What follows belongs to an exercise in optimizing a design on an open flow for small area and a short achievable clock period; a production flow would make more cautious choices. Function not checked in this run: the RTL went through the layout flow alone.

==> design.v <==
module matrix_multiplier (
    input clk,
    input reset,
    input start,
    input [7:0] in,
    output reg [15:0] o,
    output reg done
);
    reg        busy;
    reg [4:0]  cnt;           
    reg [7:0] ra [0:8];       
    reg [7:0] r0 [0:2];       
    reg [7:0] r1 [0:2];
    reg [7:0] r2 [0:2];
    wire load_a  = busy && cnt >= 5'd1  && cnt <= 5'd9;
    wire load_b0 = busy && cnt >= 5'd10 && cnt <= 5'd12;
    wire load_b1 = busy && cnt >= 5'd13 && cnt <= 5'd15;
    wire load_b2 = busy && cnt >= 5'd16 && cnt <= 5'd18;
    wire valid   = busy && cnt >= 5'd21 && cnt <= 5'd29;
    integer p;
    always @(posedge clk) begin
        ra[0] <= load_a ? in : ra[8];
        for (p = 1; p < 9; p = p + 1) ra[p] <= ra[p-1];
        r0[0] <= load_b0 ? in : r0[2];
        r1[0] <= load_b1 ? in : r1[2];
        r2[0] <= load_b2 ? in : r2[2];
        for (p = 1; p < 3; p = p + 1) begin
            r0[p] <= r0[p-1];
            r1[p] <= r1[p-1];
            r2[p] <= r2[p-1];
        end
    end
    reg [7:0] ha0;
    always @(posedge clk)
        if (busy && (cnt == 5'd17 || cnt == 5'd20 || cnt == 5'd23)) ha0 <= ra[6];
    wire [7:0] b0 = r0[1];    
    reg [7:0] ha1;
    always @(posedge clk)
        if (busy && (cnt == 5'd18 || cnt == 5'd21 || cnt == 5'd24)) ha1 <= ra[6];
    wire [7:0] b1 = r1[2];    
    reg [7:0] ha2;
    always @(posedge clk)
        if (busy && (cnt == 5'd19 || cnt == 5'd22 || cnt == 5'd25)) ha2 <= ra[6];
    wire [7:0] b2 = r2[0];    
    wire s0_1 = (ha0[0] & b0[6]) ^ (ha0[1] & b0[5]);
    wire s0_2 = (ha0[0] & b0[6]) & (ha0[1] & b0[5]);
    wire s0_3, s0_4;
    fadd u_s0_3 ((ha0[0] & b0[7]), (ha0[1] & b0[6]), (ha0[2] & b0[5]), s0_3, s0_4);
    wire s0_5 = (ha0[3] & b0[4]) ^ (ha0[4] & b0[3]);
    wire s0_6 = (ha0[3] & b0[4]) & (ha0[4] & b0[3]);
    wire s0_7, s0_8;
    fadd u_s0_7 ((ha0[1] & b0[7]), (ha0[2] & b0[6]), (ha0[3] & b0[5]), s0_7, s0_8);
    wire s0_9 = (ha0[4] & b0[4]) ^ (ha0[5] & b0[3]);
    wire s0_10 = (ha0[4] & b0[4]) & (ha0[5] & b0[3]);
    wire s0_11, s0_12;
    fadd u_s0_11 ((ha0[2] & b0[7]), (ha0[3] & b0[6]), (ha0[4] & b0[5]), s0_11, s0_12);
    wire s0_13 = (ha0[0] & b0[4]) ^ (ha0[1] & b0[3]);
    wire s0_14 = (ha0[0] & b0[4]) & (ha0[1] & b0[3]);
    wire s0_15, s0_16;
    fadd u_s0_15 ((ha0[0] & b0[5]), (ha0[1] & b0[4]), (ha0[2] & b0[3]), s0_15, s0_16);
    wire s0_17 = (ha0[3] & b0[2]) ^ (ha0[4] & b0[1]);
    wire s0_18 = (ha0[3] & b0[2]) & (ha0[4] & b0[1]);
    wire s0_19, s0_20;
    fadd u_s0_19 (s0_1, (ha0[2] & b0[4]), (ha0[3] & b0[3]), s0_19, s0_20);
    wire s0_21, s0_22;
    fadd u_s0_21 ((ha0[4] & b0[2]), (ha0[5] & b0[1]), (ha0[6] & b0[0]), s0_21, s0_22);
    wire s0_23, s0_24;
    fadd u_s0_23 (s0_2, s0_3, s0_5, s0_23, s0_24);
    wire s0_25, s0_26;
    fadd u_s0_25 ((ha0[5] & b0[2]), (ha0[6] & b0[1]), (ha0[7] & b0[0]), s0_25, s0_26);
    wire s0_27, s0_28;
    fadd u_s0_27 (s0_4, s0_6, s0_7, s0_27, s0_28);
    wire s0_29, s0_30;
    fadd u_s0_29 (s0_9, (ha0[6] & b0[2]), (ha0[7] & b0[1]), s0_29, s0_30);
    wire s0_31, s0_32;
    fadd u_s0_31 (s0_8, s0_10, s0_11, s0_31, s0_32);
    wire s0_33, s0_34;
    fadd u_s0_33 ((ha0[5] & b0[4]), (ha0[6] & b0[3]), (ha0[7] & b0[2]), s0_33, s0_34);
    wire s0_35, s0_36;
    fadd u_s0_35 (s0_12, (ha0[3] & b0[7]), (ha0[4] & b0[6]), s0_35, s0_36);
    wire s0_37, s0_38;
    fadd u_s0_37 ((ha0[5] & b0[5]), (ha0[6] & b0[4]), (ha0[7] & b0[3]), s0_37, s0_38);
    wire s0_39, s0_40;
    fadd u_s0_39 ((ha0[4] & b0[7]), (ha0[5] & b0[6]), (ha0[6] & b0[5]), s0_39, s0_40);
    wire s0_41 = (ha0[0] & b0[3]) ^ (ha0[1] & b0[2]);
    wire s0_42 = (ha0[0] & b0[3]) & (ha0[1] & b0[2]);
    wire s0_43, s0_44;
    fadd u_s0_43 (s0_13, (ha0[2] & b0[2]), (ha0[3] & b0[1]), s0_43, s0_44);
    wire s0_45, s0_46;
    fadd u_s0_45 (s0_14, s0_15, s0_17, s0_45, s0_46);
    wire s0_47, s0_48;
    fadd u_s0_47 (s0_16, s0_18, s0_19, s0_47, s0_48);
    wire s0_49, s0_50;
    fadd u_s0_49 (s0_20, s0_22, s0_23, s0_49, s0_50);
    wire s0_51, s0_52;
    fadd u_s0_51 (s0_24, s0_26, s0_27, s0_51, s0_52);
    wire s0_53, s0_54;
    fadd u_s0_53 (s0_28, s0_30, s0_31, s0_53, s0_54);
    wire s0_55, s0_56;
    fadd u_s0_55 (s0_32, s0_34, s0_35, s0_55, s0_56);
    wire s0_57, s0_58;
    fadd u_s0_57 (s0_36, s0_38, s0_39, s0_57, s0_58);
    wire s0_59, s0_60;
    fadd u_s0_59 (s0_40, (ha0[5] & b0[7]), (ha0[6] & b0[6]), s0_59, s0_60);
    wire s0_61 = (ha0[0] & b0[2]) ^ (ha0[1] & b0[1]);
    wire s0_62 = (ha0[0] & b0[2]) & (ha0[1] & b0[1]);
    wire s0_63, s0_64;
    fadd u_s0_63 (s0_41, (ha0[2] & b0[1]), (ha0[3] & b0[0]), s0_63, s0_64);
    wire s0_65, s0_66;
    fadd u_s0_65 (s0_42, s0_43, (ha0[4] & b0[0]), s0_65, s0_66);
    wire s0_67, s0_68;
    fadd u_s0_67 (s0_44, s0_45, (ha0[5] & b0[0]), s0_67, s0_68);
    wire s0_69, s0_70;
    fadd u_s0_69 (s0_46, s0_47, s0_21, s0_69, s0_70);
    wire s0_71, s0_72;
    fadd u_s0_71 (s0_48, s0_49, s0_25, s0_71, s0_72);
    wire s0_73, s0_74;
    fadd u_s0_73 (s0_50, s0_51, s0_29, s0_73, s0_74);
    wire s0_75, s0_76;
    fadd u_s0_75 (s0_52, s0_53, s0_33, s0_75, s0_76);
    wire s0_77, s0_78;
    fadd u_s0_77 (s0_54, s0_55, s0_37, s0_77, s0_78);
    wire s0_79, s0_80;
    fadd u_s0_79 (s0_56, s0_57, (ha0[7] & b0[4]), s0_79, s0_80);
    wire s0_81, s0_82;
    fadd u_s0_81 (s0_58, s0_59, (ha0[7] & b0[5]), s0_81, s0_82);
    wire s0_83, s0_84;
    fadd u_s0_83 (s0_60, (ha0[6] & b0[7]), (ha0[7] & b0[6]), s0_83, s0_84);
    reg q0_s0, q0_s1, q0_c1, q0_s2, q0_c2, q0_s3, q0_c3, q0_s4, q0_c4, q0_s5, q0_c5, q0_s6, q0_c6, q0_s7, q0_c7, q0_s8, q0_c8, q0_s9, q0_c9, q0_s10, q0_c10, q0_s11, q0_c11, q0_s12, q0_c12, q0_s13, q0_c13, q0_s14, q0_c14;
    always @(posedge clk) begin
        q0_s0 <= (ha0[0] & b0[0]);
        q0_s1 <= (ha0[0] & b0[1]);
        q0_c1 <= (ha0[1] & b0[0]);
        q0_s2 <= s0_61;
        q0_c2 <= (ha0[2] & b0[0]);
        q0_s3 <= s0_62;
        q0_c3 <= s0_63;
        q0_s4 <= s0_64;
        q0_c4 <= s0_65;
        q0_s5 <= s0_66;
        q0_c5 <= s0_67;
        q0_s6 <= s0_68;
        q0_c6 <= s0_69;
        q0_s7 <= s0_70;
        q0_c7 <= s0_71;
        q0_s8 <= s0_72;
        q0_c8 <= s0_73;
        q0_s9 <= s0_74;
        q0_c9 <= s0_75;
        q0_s10 <= s0_76;
        q0_c10 <= s0_77;
        q0_s11 <= s0_78;
        q0_c11 <= s0_79;
        q0_s12 <= s0_80;
        q0_c12 <= s0_81;
        q0_s13 <= s0_82;
        q0_c13 <= s0_83;
        q0_s14 <= s0_84;
        q0_c14 <= (ha0[7] & b0[7]);
    end
    wire s1_1 = (ha1[0] & b1[7]) ^ (ha1[1] & b1[6]);
    wire s1_2 = (ha1[0] & b1[7]) & (ha1[1] & b1[6]);
    wire s1_3 = (ha1[1] & b1[7]) ^ (ha1[2] & b1[6]);
    wire s1_4 = (ha1[1] & b1[7]) & (ha1[2] & b1[6]);
    wire s1_5 = (ha1[0] & b1[4]) ^ (ha1[1] & b1[3]);
    wire s1_6 = (ha1[0] & b1[4]) & (ha1[1] & b1[3]);
    wire s1_7, s1_8;
    fadd u_s1_7 ((ha1[0] & b1[5]), (ha1[1] & b1[4]), (ha1[2] & b1[3]), s1_7, s1_8);
    wire s1_9 = (ha1[3] & b1[2]) ^ (ha1[4] & b1[1]);
    wire s1_10 = (ha1[3] & b1[2]) & (ha1[4] & b1[1]);
    wire s1_11, s1_12;
    fadd u_s1_11 ((ha1[0] & b1[6]), (ha1[1] & b1[5]), (ha1[2] & b1[4]), s1_11, s1_12);
    wire s1_13, s1_14;
    fadd u_s1_13 ((ha1[3] & b1[3]), (ha1[4] & b1[2]), (ha1[5] & b1[1]), s1_13, s1_14);
    wire s1_15 = (ha1[6] & b1[0]) ^ q0_s6;
    wire s1_16 = (ha1[6] & b1[0]) & q0_s6;
    wire s1_17, s1_18;
    fadd u_s1_17 (s1_1, (ha1[2] & b1[5]), (ha1[3] & b1[4]), s1_17, s1_18);
    wire s1_19, s1_20;
    fadd u_s1_19 ((ha1[4] & b1[3]), (ha1[5] & b1[2]), (ha1[6] & b1[1]), s1_19, s1_20);
    wire s1_21, s1_22;
    fadd u_s1_21 ((ha1[7] & b1[0]), q0_s7, q0_c7, s1_21, s1_22);
    wire s1_23, s1_24;
    fadd u_s1_23 (s1_2, s1_3, (ha1[3] & b1[5]), s1_23, s1_24);
    wire s1_25, s1_26;
    fadd u_s1_25 ((ha1[4] & b1[4]), (ha1[5] & b1[3]), (ha1[6] & b1[2]), s1_25, s1_26);
    wire s1_27, s1_28;
    fadd u_s1_27 ((ha1[7] & b1[1]), q0_s8, q0_c8, s1_27, s1_28);
    wire s1_29, s1_30;
    fadd u_s1_29 (s1_4, (ha1[2] & b1[7]), (ha1[3] & b1[6]), s1_29, s1_30);
    wire s1_31, s1_32;
    fadd u_s1_31 ((ha1[4] & b1[5]), (ha1[5] & b1[4]), (ha1[6] & b1[3]), s1_31, s1_32);
    wire s1_33, s1_34;
    fadd u_s1_33 ((ha1[7] & b1[2]), q0_s9, q0_c9, s1_33, s1_34);
    wire s1_35, s1_36;
    fadd u_s1_35 ((ha1[3] & b1[7]), (ha1[4] & b1[6]), (ha1[5] & b1[5]), s1_35, s1_36);
    wire s1_37, s1_38;
    fadd u_s1_37 ((ha1[6] & b1[4]), (ha1[7] & b1[3]), q0_s10, s1_37, s1_38);
    wire s1_39, s1_40;
    fadd u_s1_39 ((ha1[4] & b1[7]), (ha1[5] & b1[6]), (ha1[6] & b1[5]), s1_39, s1_40);
    wire s1_41 = (ha1[0] & b1[2]) ^ (ha1[1] & b1[1]);
    wire s1_42 = (ha1[0] & b1[2]) & (ha1[1] & b1[1]);
    wire s1_43, s1_44;
    fadd u_s1_43 ((ha1[0] & b1[3]), (ha1[1] & b1[2]), (ha1[2] & b1[1]), s1_43, s1_44);
    wire s1_45 = (ha1[3] & b1[0]) ^ q0_s3;
    wire s1_46 = (ha1[3] & b1[0]) & q0_s3;
    wire s1_47, s1_48;
    fadd u_s1_47 (s1_5, (ha1[2] & b1[2]), (ha1[3] & b1[1]), s1_47, s1_48);
    wire s1_49, s1_50;
    fadd u_s1_49 ((ha1[4] & b1[0]), q0_s4, q0_c4, s1_49, s1_50);
    wire s1_51, s1_52;
    fadd u_s1_51 (s1_6, s1_7, s1_9, s1_51, s1_52);
    wire s1_53, s1_54;
    fadd u_s1_53 ((ha1[5] & b1[0]), q0_s5, q0_c5, s1_53, s1_54);
    wire s1_55, s1_56;
    fadd u_s1_55 (s1_8, s1_10, s1_11, s1_55, s1_56);
    wire s1_57, s1_58;
    fadd u_s1_57 (s1_13, s1_15, q0_c6, s1_57, s1_58);
    wire s1_59, s1_60;
    fadd u_s1_59 (s1_12, s1_14, s1_16, s1_59, s1_60);
    wire s1_61, s1_62;
    fadd u_s1_61 (s1_17, s1_19, s1_21, s1_61, s1_62);
    wire s1_63, s1_64;
    fadd u_s1_63 (s1_18, s1_20, s1_22, s1_63, s1_64);
    wire s1_65, s1_66;
    fadd u_s1_65 (s1_23, s1_25, s1_27, s1_65, s1_66);
    wire s1_67, s1_68;
    fadd u_s1_67 (s1_24, s1_26, s1_28, s1_67, s1_68);
    wire s1_69, s1_70;
    fadd u_s1_69 (s1_29, s1_31, s1_33, s1_69, s1_70);
    wire s1_71, s1_72;
    fadd u_s1_71 (s1_30, s1_32, s1_34, s1_71, s1_72);
    wire s1_73, s1_74;
    fadd u_s1_73 (s1_35, s1_37, q0_c10, s1_73, s1_74);
    wire s1_75, s1_76;
    fadd u_s1_75 (s1_36, s1_38, s1_39, s1_75, s1_76);
    wire s1_77, s1_78;
    fadd u_s1_77 ((ha1[7] & b1[4]), q0_s11, q0_c11, s1_77, s1_78);
    wire s1_79, s1_80;
    fadd u_s1_79 (s1_40, (ha1[5] & b1[7]), (ha1[6] & b1[6]), s1_79, s1_80);
    wire s1_81, s1_82;
    fadd u_s1_81 ((ha1[7] & b1[5]), q0_s12, q0_c12, s1_81, s1_82);
    wire s1_83, s1_84;
    fadd u_s1_83 ((ha1[6] & b1[7]), (ha1[7] & b1[6]), q0_s13, s1_83, s1_84);
    wire s1_85 = (ha1[0] & b1[1]) ^ (ha1[1] & b1[0]);
    wire s1_86 = (ha1[0] & b1[1]) & (ha1[1] & b1[0]);
    wire s1_87, s1_88;
    fadd u_s1_87 (s1_41, (ha1[2] & b1[0]), q0_s2, s1_87, s1_88);
    wire s1_89, s1_90;
    fadd u_s1_89 (s1_42, s1_43, s1_45, s1_89, s1_90);
    wire s1_91, s1_92;
    fadd u_s1_91 (s1_44, s1_46, s1_47, s1_91, s1_92);
    wire s1_93, s1_94;
    fadd u_s1_93 (s1_48, s1_50, s1_51, s1_93, s1_94);
    wire s1_95, s1_96;
    fadd u_s1_95 (s1_52, s1_54, s1_55, s1_95, s1_96);
    wire s1_97, s1_98;
    fadd u_s1_97 (s1_56, s1_58, s1_59, s1_97, s1_98);
    wire s1_99, s1_100;
    fadd u_s1_99 (s1_60, s1_62, s1_63, s1_99, s1_100);
    wire s1_101, s1_102;
    fadd u_s1_101 (s1_64, s1_66, s1_67, s1_101, s1_102);
    wire s1_103, s1_104;
    fadd u_s1_103 (s1_68, s1_70, s1_71, s1_103, s1_104);
    wire s1_105, s1_106;
    fadd u_s1_105 (s1_72, s1_74, s1_75, s1_105, s1_106);
    wire s1_107, s1_108;
    fadd u_s1_107 (s1_76, s1_78, s1_79, s1_107, s1_108);
    wire s1_109, s1_110;
    fadd u_s1_109 (s1_80, s1_82, s1_83, s1_109, s1_110);
    wire s1_111, s1_112;
    fadd u_s1_111 (s1_84, (ha1[7] & b1[7]), q0_s14, s1_111, s1_112);
    wire s1_113 = s1_85 ^ q0_s1;
    wire s1_114 = s1_85 & q0_s1;
    wire s1_115, s1_116;
    fadd u_s1_115 (s1_86, s1_87, q0_c2, s1_115, s1_116);
    wire s1_117, s1_118;
    fadd u_s1_117 (s1_88, s1_89, q0_c3, s1_117, s1_118);
    wire s1_119, s1_120;
    fadd u_s1_119 (s1_90, s1_91, s1_49, s1_119, s1_120);
    wire s1_121, s1_122;
    fadd u_s1_121 (s1_92, s1_93, s1_53, s1_121, s1_122);
    wire s1_123, s1_124;
    fadd u_s1_123 (s1_94, s1_95, s1_57, s1_123, s1_124);
    wire s1_125, s1_126;
    fadd u_s1_125 (s1_96, s1_97, s1_61, s1_125, s1_126);
    wire s1_127, s1_128;
    fadd u_s1_127 (s1_98, s1_99, s1_65, s1_127, s1_128);
    wire s1_129, s1_130;
    fadd u_s1_129 (s1_100, s1_101, s1_69, s1_129, s1_130);
    wire s1_131, s1_132;
    fadd u_s1_131 (s1_102, s1_103, s1_73, s1_131, s1_132);
    wire s1_133, s1_134;
    fadd u_s1_133 (s1_104, s1_105, s1_77, s1_133, s1_134);
    wire s1_135, s1_136;
    fadd u_s1_135 (s1_106, s1_107, s1_81, s1_135, s1_136);
    wire s1_137, s1_138;
    fadd u_s1_137 (s1_108, s1_109, q0_c13, s1_137, s1_138);
    wire s1_139, s1_140;
    fadd u_s1_139 (s1_110, s1_111, q0_c14, s1_139, s1_140);
    reg q1_s0, q1_c0, q1_s1, q1_c1, q1_s2, q1_c2, q1_s3, q1_c3, q1_s4, q1_c4, q1_s5, q1_c5, q1_s6, q1_c6, q1_s7, q1_c7, q1_s8, q1_c8, q1_s9, q1_c9, q1_s10, q1_c10, q1_s11, q1_c11, q1_s12, q1_c12, q1_s13, q1_c13, q1_s14, q1_c14, q1_s15, q1_c15;
    always @(posedge clk) begin
        q1_s0 <= (ha1[0] & b1[0]);
        q1_c0 <= q0_s0;
        q1_s1 <= s1_113;
        q1_c1 <= q0_c1;
        q1_s2 <= s1_114;
        q1_c2 <= s1_115;
        q1_s3 <= s1_116;
        q1_c3 <= s1_117;
        q1_s4 <= s1_118;
        q1_c4 <= s1_119;
        q1_s5 <= s1_120;
        q1_c5 <= s1_121;
        q1_s6 <= s1_122;
        q1_c6 <= s1_123;
        q1_s7 <= s1_124;
        q1_c7 <= s1_125;
        q1_s8 <= s1_126;
        q1_c8 <= s1_127;
        q1_s9 <= s1_128;
        q1_c9 <= s1_129;
        q1_s10 <= s1_130;
        q1_c10 <= s1_131;
        q1_s11 <= s1_132;
        q1_c11 <= s1_133;
        q1_s12 <= s1_134;
        q1_c12 <= s1_135;
        q1_s13 <= s1_136;
        q1_c13 <= s1_137;
        q1_s14 <= s1_138;
        q1_c14 <= s1_139;
        q1_s15 <= s1_140;
        q1_c15 <= s1_112;
    end
    wire s2_1 = (ha2[0] & b2[7]) ^ (ha2[1] & b2[6]);
    wire s2_2 = (ha2[0] & b2[7]) & (ha2[1] & b2[6]);
    wire s2_3 = (ha2[1] & b2[7]) ^ (ha2[2] & b2[6]);
    wire s2_4 = (ha2[1] & b2[7]) & (ha2[2] & b2[6]);
    wire s2_5 = (ha2[0] & b2[4]) ^ (ha2[1] & b2[3]);
    wire s2_6 = (ha2[0] & b2[4]) & (ha2[1] & b2[3]);
    wire s2_7, s2_8;
    fadd u_s2_7 ((ha2[0] & b2[5]), (ha2[1] & b2[4]), (ha2[2] & b2[3]), s2_7, s2_8);
    wire s2_9 = (ha2[3] & b2[2]) ^ (ha2[4] & b2[1]);
    wire s2_10 = (ha2[3] & b2[2]) & (ha2[4] & b2[1]);
    wire s2_11, s2_12;
    fadd u_s2_11 ((ha2[0] & b2[6]), (ha2[1] & b2[5]), (ha2[2] & b2[4]), s2_11, s2_12);
    wire s2_13, s2_14;
    fadd u_s2_13 ((ha2[3] & b2[3]), (ha2[4] & b2[2]), (ha2[5] & b2[1]), s2_13, s2_14);
    wire s2_15 = (ha2[6] & b2[0]) ^ q1_s6;
    wire s2_16 = (ha2[6] & b2[0]) & q1_s6;
    wire s2_17, s2_18;
    fadd u_s2_17 (s2_1, (ha2[2] & b2[5]), (ha2[3] & b2[4]), s2_17, s2_18);
    wire s2_19, s2_20;
    fadd u_s2_19 ((ha2[4] & b2[3]), (ha2[5] & b2[2]), (ha2[6] & b2[1]), s2_19, s2_20);
    wire s2_21, s2_22;
    fadd u_s2_21 ((ha2[7] & b2[0]), q1_s7, q1_c7, s2_21, s2_22);
    wire s2_23, s2_24;
    fadd u_s2_23 (s2_2, s2_3, (ha2[3] & b2[5]), s2_23, s2_24);
    wire s2_25, s2_26;
    fadd u_s2_25 ((ha2[4] & b2[4]), (ha2[5] & b2[3]), (ha2[6] & b2[2]), s2_25, s2_26);
    wire s2_27, s2_28;
    fadd u_s2_27 ((ha2[7] & b2[1]), q1_s8, q1_c8, s2_27, s2_28);
    wire s2_29, s2_30;
    fadd u_s2_29 (s2_4, (ha2[2] & b2[7]), (ha2[3] & b2[6]), s2_29, s2_30);
    wire s2_31, s2_32;
    fadd u_s2_31 ((ha2[4] & b2[5]), (ha2[5] & b2[4]), (ha2[6] & b2[3]), s2_31, s2_32);
    wire s2_33, s2_34;
    fadd u_s2_33 ((ha2[7] & b2[2]), q1_s9, q1_c9, s2_33, s2_34);
    wire s2_35, s2_36;
    fadd u_s2_35 ((ha2[3] & b2[7]), (ha2[4] & b2[6]), (ha2[5] & b2[5]), s2_35, s2_36);
    wire s2_37, s2_38;
    fadd u_s2_37 ((ha2[6] & b2[4]), (ha2[7] & b2[3]), q1_s10, s2_37, s2_38);
    wire s2_39, s2_40;
    fadd u_s2_39 ((ha2[4] & b2[7]), (ha2[5] & b2[6]), (ha2[6] & b2[5]), s2_39, s2_40);
    wire s2_41 = (ha2[0] & b2[2]) ^ (ha2[1] & b2[1]);
    wire s2_42 = (ha2[0] & b2[2]) & (ha2[1] & b2[1]);
    wire s2_43, s2_44;
    fadd u_s2_43 ((ha2[0] & b2[3]), (ha2[1] & b2[2]), (ha2[2] & b2[1]), s2_43, s2_44);
    wire s2_45 = (ha2[3] & b2[0]) ^ q1_s3;
    wire s2_46 = (ha2[3] & b2[0]) & q1_s3;
    wire s2_47, s2_48;
    fadd u_s2_47 (s2_5, (ha2[2] & b2[2]), (ha2[3] & b2[1]), s2_47, s2_48);
    wire s2_49, s2_50;
    fadd u_s2_49 ((ha2[4] & b2[0]), q1_s4, q1_c4, s2_49, s2_50);
    wire s2_51, s2_52;
    fadd u_s2_51 (s2_6, s2_7, s2_9, s2_51, s2_52);
    wire s2_53, s2_54;
    fadd u_s2_53 ((ha2[5] & b2[0]), q1_s5, q1_c5, s2_53, s2_54);
    wire s2_55, s2_56;
    fadd u_s2_55 (s2_8, s2_10, s2_11, s2_55, s2_56);
    wire s2_57, s2_58;
    fadd u_s2_57 (s2_13, s2_15, q1_c6, s2_57, s2_58);
    wire s2_59, s2_60;
    fadd u_s2_59 (s2_12, s2_14, s2_16, s2_59, s2_60);
    wire s2_61, s2_62;
    fadd u_s2_61 (s2_17, s2_19, s2_21, s2_61, s2_62);
    wire s2_63, s2_64;
    fadd u_s2_63 (s2_18, s2_20, s2_22, s2_63, s2_64);
    wire s2_65, s2_66;
    fadd u_s2_65 (s2_23, s2_25, s2_27, s2_65, s2_66);
    wire s2_67, s2_68;
    fadd u_s2_67 (s2_24, s2_26, s2_28, s2_67, s2_68);
    wire s2_69, s2_70;
    fadd u_s2_69 (s2_29, s2_31, s2_33, s2_69, s2_70);
    wire s2_71, s2_72;
    fadd u_s2_71 (s2_30, s2_32, s2_34, s2_71, s2_72);
    wire s2_73, s2_74;
    fadd u_s2_73 (s2_35, s2_37, q1_c10, s2_73, s2_74);
    wire s2_75, s2_76;
    fadd u_s2_75 (s2_36, s2_38, s2_39, s2_75, s2_76);
    wire s2_77, s2_78;
    fadd u_s2_77 ((ha2[7] & b2[4]), q1_s11, q1_c11, s2_77, s2_78);
    wire s2_79, s2_80;
    fadd u_s2_79 (s2_40, (ha2[5] & b2[7]), (ha2[6] & b2[6]), s2_79, s2_80);
    wire s2_81, s2_82;
    fadd u_s2_81 ((ha2[7] & b2[5]), q1_s12, q1_c12, s2_81, s2_82);
    wire s2_83, s2_84;
    fadd u_s2_83 ((ha2[6] & b2[7]), (ha2[7] & b2[6]), q1_s13, s2_83, s2_84);
    wire s2_85 = (ha2[0] & b2[1]) ^ (ha2[1] & b2[0]);
    wire s2_86 = (ha2[0] & b2[1]) & (ha2[1] & b2[0]);
    wire s2_87, s2_88;
    fadd u_s2_87 (s2_41, (ha2[2] & b2[0]), q1_s2, s2_87, s2_88);
    wire s2_89, s2_90;
    fadd u_s2_89 (s2_42, s2_43, s2_45, s2_89, s2_90);
    wire s2_91, s2_92;
    fadd u_s2_91 (s2_44, s2_46, s2_47, s2_91, s2_92);
    wire s2_93, s2_94;
    fadd u_s2_93 (s2_48, s2_50, s2_51, s2_93, s2_94);
    wire s2_95, s2_96;
    fadd u_s2_95 (s2_52, s2_54, s2_55, s2_95, s2_96);
    wire s2_97, s2_98;
    fadd u_s2_97 (s2_56, s2_58, s2_59, s2_97, s2_98);
    wire s2_99, s2_100;
    fadd u_s2_99 (s2_60, s2_62, s2_63, s2_99, s2_100);
    wire s2_101, s2_102;
    fadd u_s2_101 (s2_64, s2_66, s2_67, s2_101, s2_102);
    wire s2_103, s2_104;
    fadd u_s2_103 (s2_68, s2_70, s2_71, s2_103, s2_104);
    wire s2_105, s2_106;
    fadd u_s2_105 (s2_72, s2_74, s2_75, s2_105, s2_106);
    wire s2_107, s2_108;
    fadd u_s2_107 (s2_76, s2_78, s2_79, s2_107, s2_108);
    wire s2_109, s2_110;
    fadd u_s2_109 (s2_80, s2_82, s2_83, s2_109, s2_110);
    wire s2_111, s2_112;
    fadd u_s2_111 (s2_84, (ha2[7] & b2[7]), q1_s14, s2_111, s2_112);
    wire s2_113 = (ha2[0] & b2[0]) ^ q1_s0;
    wire s2_114 = (ha2[0] & b2[0]) & q1_s0;
    wire s2_115, s2_116;
    fadd u_s2_115 (s2_85, q1_s1, q1_c1, s2_115, s2_116);
    wire s2_117, s2_118;
    fadd u_s2_117 (s2_86, s2_87, q1_c2, s2_117, s2_118);
    wire s2_119, s2_120;
    fadd u_s2_119 (s2_88, s2_89, q1_c3, s2_119, s2_120);
    wire s2_121, s2_122;
    fadd u_s2_121 (s2_90, s2_91, s2_49, s2_121, s2_122);
    wire s2_123, s2_124;
    fadd u_s2_123 (s2_92, s2_93, s2_53, s2_123, s2_124);
    wire s2_125, s2_126;
    fadd u_s2_125 (s2_94, s2_95, s2_57, s2_125, s2_126);
    wire s2_127, s2_128;
    fadd u_s2_127 (s2_96, s2_97, s2_61, s2_127, s2_128);
    wire s2_129, s2_130;
    fadd u_s2_129 (s2_98, s2_99, s2_65, s2_129, s2_130);
    wire s2_131, s2_132;
    fadd u_s2_131 (s2_100, s2_101, s2_69, s2_131, s2_132);
    wire s2_133, s2_134;
    fadd u_s2_133 (s2_102, s2_103, s2_73, s2_133, s2_134);
    wire s2_135, s2_136;
    fadd u_s2_135 (s2_104, s2_105, s2_77, s2_135, s2_136);
    wire s2_137, s2_138;
    fadd u_s2_137 (s2_106, s2_107, s2_81, s2_137, s2_138);
    wire s2_139, s2_140;
    fadd u_s2_139 (s2_108, s2_109, q1_c13, s2_139, s2_140);
    wire s2_141, s2_142;
    fadd u_s2_141 (s2_110, s2_111, q1_c14, s2_141, s2_142);
    wire s2_143, s2_144;
    fadd u_s2_143 (s2_112, q1_s15, q1_c15, s2_143, s2_144);
    reg q2_s0, q2_c0, q2_s1, q2_c1, q2_s2, q2_c2, q2_s3, q2_c3, q2_s4, q2_c4, q2_s5, q2_c5, q2_s6, q2_c6, q2_s7, q2_c7, q2_s8, q2_c8, q2_s9, q2_c9, q2_s10, q2_c10, q2_s11, q2_c11, q2_s12, q2_c12, q2_s13, q2_c13, q2_s14, q2_c14, q2_s15, q2_c15;
    always @(posedge clk) begin
        q2_s0 <= s2_113;
        q2_c0 <= q1_c0;
        q2_s1 <= s2_114;
        q2_c1 <= s2_115;
        q2_s2 <= s2_116;
        q2_c2 <= s2_117;
        q2_s3 <= s2_118;
        q2_c3 <= s2_119;
        q2_s4 <= s2_120;
        q2_c4 <= s2_121;
        q2_s5 <= s2_122;
        q2_c5 <= s2_123;
        q2_s6 <= s2_124;
        q2_c6 <= s2_125;
        q2_s7 <= s2_126;
        q2_c7 <= s2_127;
        q2_s8 <= s2_128;
        q2_c8 <= s2_129;
        q2_s9 <= s2_130;
        q2_c9 <= s2_131;
        q2_s10 <= s2_132;
        q2_c10 <= s2_133;
        q2_s11 <= s2_134;
        q2_c11 <= s2_135;
        q2_s12 <= s2_136;
        q2_c12 <= s2_137;
        q2_s13 <= s2_138;
        q2_c13 <= s2_139;
        q2_s14 <= s2_140;
        q2_c14 <= s2_141;
        q2_s15 <= s2_142;
        q2_c15 <= s2_143;
    end
    wire [15:0] sum_s = {q2_s15, q2_s14, q2_s13, q2_s12, q2_s11, q2_s10, q2_s9, q2_s8, q2_s7, q2_s6, q2_s5, q2_s4, q2_s3, q2_s2, q2_s1, q2_s0};
    wire [15:0] sum_c = {q2_c15, q2_c14, q2_c13, q2_c12, q2_c11, q2_c10, q2_c9, q2_c8, q2_c7, q2_c6, q2_c5, q2_c4, q2_c3, q2_c2, q2_c1, q2_c0};
    wire [15:0] sum = sum_s + sum_c;
    always @(posedge clk or posedge reset) begin
        if (reset) begin
            busy <= 1'b0;
            cnt  <= 5'd0;
            o    <= 16'd0;
            done <= 1'b0;
        end else begin
            o    <= valid ? sum : 16'd0;
            done <= busy && (cnt == 5'd29 || cnt == 5'd30);
            if (busy) begin
                cnt <= cnt + 5'd1;
                if (cnt == 5'd30) busy <= 1'b0;
            end else if (start) begin
                busy <= 1'b1;
                cnt  <= 5'd1;
            end
        end
    end
endmodule
module fadd (input a, input b, input c, output s, output co);
    assign s  = a ^ b ^ c;
    assign co = (a & b) | (a & c) | (b & c);
endmodule
==> run.sh <==
#!/bin/bash
# synth_recipe.tcl (not shown) runs the flow's synth.tcl, then flattens the netlist and writes it again
# the make line also repeats each setting of config.mk as NAME=value (left out here)
make -C /OpenROAD-flow-scripts/flow DESIGN_CONFIG=/design/flow/config.mk WORK_HOME=/design/flow/orfs CLKGATE_MAP_FILE= SYNTH_SCRIPT=/design/flow/synth_recipe.tcl finish
==> config.mk <==
export PLATFORM = sky130hd
export DESIGN_NAME = matrix_multiplier
export DESIGN_NICKNAME = matrix_multiplier
export VERILOG_FILES = /design/flow/design.v
export SDC_FILE = /design/flow/constraint.sdc
export NUM_CORES = 4
export LEC_CHECK = 0
export CAP_MARGIN = 20
export CORE_MARGIN = 2
export CORE_UTILIZATION = 40
export SETUP_SLACK_MARGIN = 5
export SLEW_MARGIN = 20
export SYNTH_HIERARCHICAL = 1
export SYNTH_MINIMUM_KEEP_SIZE = 0
==> constraint.sdc <==
create_clock -name core_clock -period 8.0 [get_ports {clk}]
set_input_delay 1.6000 -clock core_clock [delete_from_list [all_inputs] [get_ports {clk}]]
set_output_delay 1.6000 -clock core_clock [all_outputs]
set_load 0.01 [all_outputs]
==> reports/results.txt <==
Share of cells above drive strength 1: 10.9%
Post-synthesis mux area share: 3.22%
WP data required: 8430 ps
Final Cycle Share: 36.5%
Vias per cell: 4.68
Die Wd: 180 um
Antenna violations before repair: 1
Total gr overflow: 0
Final wirelength: 22900 um
EDFF count, synth: 24
First DRT Iteration DRCs: 211
Seq cells post-synth: 284
Hold path cells: 0
Clock Path Buffers: 3
Post-synthesis sequential area ratio: 48.6%
Drt pass-1 iters: 4
Post-synthesis net count: 1108
Final Skew: 14.1 ps
Fmax: 342 MHz
Synth Warn #: 11
Synth top area cells: dfxtp_1 38%, fa_1 26%, and2_1 9.9%
Core Region: 0.0306 mm^2
Area leader, netlist: dfxtp_1
Critical path endpoint category: register
Total I/O pin count: 28
Fin crit period: 2920 ps
Filler Cell Count: 2735
Synth Flop Type: dfxtp_1
Data arrival, critical path: 3360 ps
Vias in the first global route: 6931
Post-CTS Hold Buffers: 0
Largest family of logic cells by synthesized area: adder cells
Endpoint, Worst Hold: r2[2][3]$_DFF_P_
R2R Path End: q1_c9$_DFF_P_
H-tree Lvls: 1
Largest net degree at the start of global routing: 24
Synthesized cell area: 0.0124 mm^2
Clock latency (worst-skew pair): 560 ps
Final TNS setup: 0 ps
Synth Area in Compound Gates: 3.65%
Placed insts: 1305
Fin area: 0.0142 mm^2
Worst R2R Setup Slack: 5080 ps
Fin cells: 1363
Post-DP Area: 0.0132 mm^2
Hold/Removal Path Class: reg2reg
Status: timing/DRC/antenna clean
Post-Syn Area per Cell: 13.9 um^2
First-pass GRT wire length: 37900 um
P&R area growth vs syn: 14.4%
CTS clk-pin slew, worst paths: 70 ps
Global-route usage over all layers: 14.6%
Number of max-cap violations: 0
Post-route ant nets: 0
Worst r2r src: ha1[2]$_DFFE_PP_
Netlist cell types: 50
DIE AREA: 0.0325 mm^2
Max-slew headroom: 39.3%
TritonCTS Buffers: 29
Reg2Reg Depth: 6
NumNets Final: 1161
Clock root buffer: clkbuf_16
Avg WL per Cell: 16.8 um
Slew Viols, Final: 0
DR vias: 6377
Setup slack after layout: 5080 ps
Hpwl dp: 17400 um
DRC: 0
Xor/xnor share of the synthesized area: 0.352%
Top cell type's share of synthesized area: 38.2%
CTS tree: yes
Ant diodes: 0
FP Rows: 64
Place WS: 4930 ps
CTS sink count: 284
Cells after synthesis: 892
Adder-Cell Fraction of Synth Area: 30.3%
Initial Utilization: 40.6%
Post-synthesis simple-gate area fraction: 13.0%
# port buffers: 27
Final setup fails: 0
Final hold violations: 0
Asr flop ratio synth: 8.10%
Max FO, Critical Path: 8
Crit path launch type: register
Kind of critical path: reg2reg
GP Congestion: 0.823
Die Y: 180 um
Hold Crit Start: r2[1][3]$_DFF_P_
Worst Tran Pin Value: 911 ps
RSZ-0062 raised after global routing: no
metal layers:
metal / vias to the layer above / share of wire, % / track usage [%]
met5: - / 0 / 0
met4: 0 / 1.8 / 3.90
met3: 33 / 3.0 / 2.10
met2: 94 / 46 / 23.5
met1: 3215 / 49 / 20.9
li1: 3035 / - / -
worst max-delay path by stage:
stage	slack, ps	end	cells past startpoint	startpoint
2_1_floorplan	5090	q1_c8$_DFF_P_	6	ha1[0]$_DFFE_PP_
3_3_place_gp	4990	q1_c8$_DFF_P_	6	ha1[0]$_DFFE_PP_
3_5_place_dp	4930	q2_c8$_DFF_P_	6	ha2[0]$_DFFE_PP_
4_1_cts	4960	q1_c8$_DFF_P_	6	ha1[1]$_DFFE_PP_
5_1_grt	5000	q1_c10$_DFF_P_	6	ha1[1]$_DFFE_PP_
6_report	5080	q1_c9$_DFF_P_	6	ha1[2]$_DFFE_PP_
area by class of cell:
cell class / instances / area [um^2] / share of cell area [%]
Inverter: 11 / 41.3 / 0.290
Tap cell: 396 / 495 / 3.48
Clock buffer: 43 / 913 / 6.42
Timing Repair Buffer: 32 / 287 / 2.02
Clock inverter: 10 / 103 / 0.722
Multi-Input combinational cell: 587 / 6340 / 44.6
Sequential cell: 284 / 6040 / 42.5
placed cells by master, fill, tap and decap left out, types with 10 or more instances in the layout:
| master | Yosys | layout |
|---|---|---|
| dfrtp_1 | 23 | 23 |
| and2_1 | 196 | 195 |
| ha_1 | 45 | 45 |
| a21oi_1 | 20 | 20 |
| clkbuf_16 | 0 | 33 |
| clkdlybuf4s50_1 | 0 | 10 |
| fa_1 | 160 | 147 |
| inv_1 | 11 | 11 |
| o21ai_0 | 16 | 16 |
| nor3_1 | 12 | 12 |
| dfxtp_1 | 237 | 237 |
| edfxtp_1 | 24 | 24 |
| dlygate4sd2_1 | 0 | 17 |
| nor2_1 | 24 | 24 |
| mux2_2 | 24 | 24 |
| fa_2 | 0 | 13 |
| nand2_1 | 16 | 16 |
stage by stage:
step | utilization (%) | hold slack, ps
2_1_floorplan | - | 310
3_3_place_gp | 43.0 | 310
3_5_place_dp | 43.0 | 312
4_1_cts | 46.3 | 317
5_1_grt | 46.5 | 325
6_report | 46.5 | 316
registers in the layout (all words and copies together), names as in the netlist, 5 cells and up:
name / count
r1: 24
ha1: 8
ra: 72
ha0: 8
ha2: 8
o: 16
cnt: 5
r2: 24
r0: 24
Yosys stat by module (local to each module, per instance):
| module | flip-flops and latches | times used | cell area [um^2] | cells inside |
|---|---|---|---|---|
| matrix_multiplier | 284 | 1 | 9240 | 733 |
| fadd | 0 | 159 | 20.0 | 1 |
cell families (layout without fill, tap and decap cells):
kind of cell,after synthesis,in the layout
flops,284,284
buf+inv,21,96
mux,33,33
xor+xnor,5,5
compound gates,69,69
fa+ha+maj,205,205
simple gates,275,275
worst max-delay path, stage by stage, from the launching register on:
cell,delay [ps]
edfxtp_1,470
and2_1,200
ha_1,300
fa_2,380
fa_2,580
fa_1,430
fa_1,450
Yosys cell counts (3+ instances only):
cell type / number
a211oi_1: 5
a21oi_1: 20
and2_1: 196
buf_2: 3
clkbuf_2: 3
dfrtp_1: 23
dfxtp_1: 237
edfxtp_1: 24
fa_1: 160
ha_1: 45
inv_1: 11
mux2_2: 24
mux2_4: 8
nand2_1: 16
nand3_1: 3
nor2_1: 24
nor2b_1: 4
nor3_1: 12
nor3b_1: 5
o21a_1: 7
o21ai_0: 16
o21bai_1: 3
o31ai_1: 5
xor2_1: 4
what timing repair did:
item                                    CTS  global route
cloned                                    0             0
gates resized for setup                  22             9
setup buffers                             2             3
pin swaps                                 2             5
endpoints found under the hold margin     0             0
endpoints found under the setup margin   26            14

==> afterwards: timing with drivers on the ports <==
No port has a modelled driver above. Below, the same layout with a new extraction and two added sets of constraints. Step 1: set_driving_cell puts a clkbuf_16 on clk and a buf_2 on each other input, an assumption about the parent block. Step 2 times the ports against the registers' clock, not the clock port: input delays grow and output delays shrink by t, the midpoint of the rising clock arrivals with the driver on. Slacks: no drivers / after step 1 / after step 2; pairs: no drivers / after step 1.
t (ns): 0.599
slack for setup (ns): 5.077 / 5.077 / 5.077
worst register clock-pin slew, ns: 0.07 / 0.07
After both steps setup and hold are still met in this run. The setup slack of this run moves by 0.000 ns with the drivers and by 0.000 ns with both steps.
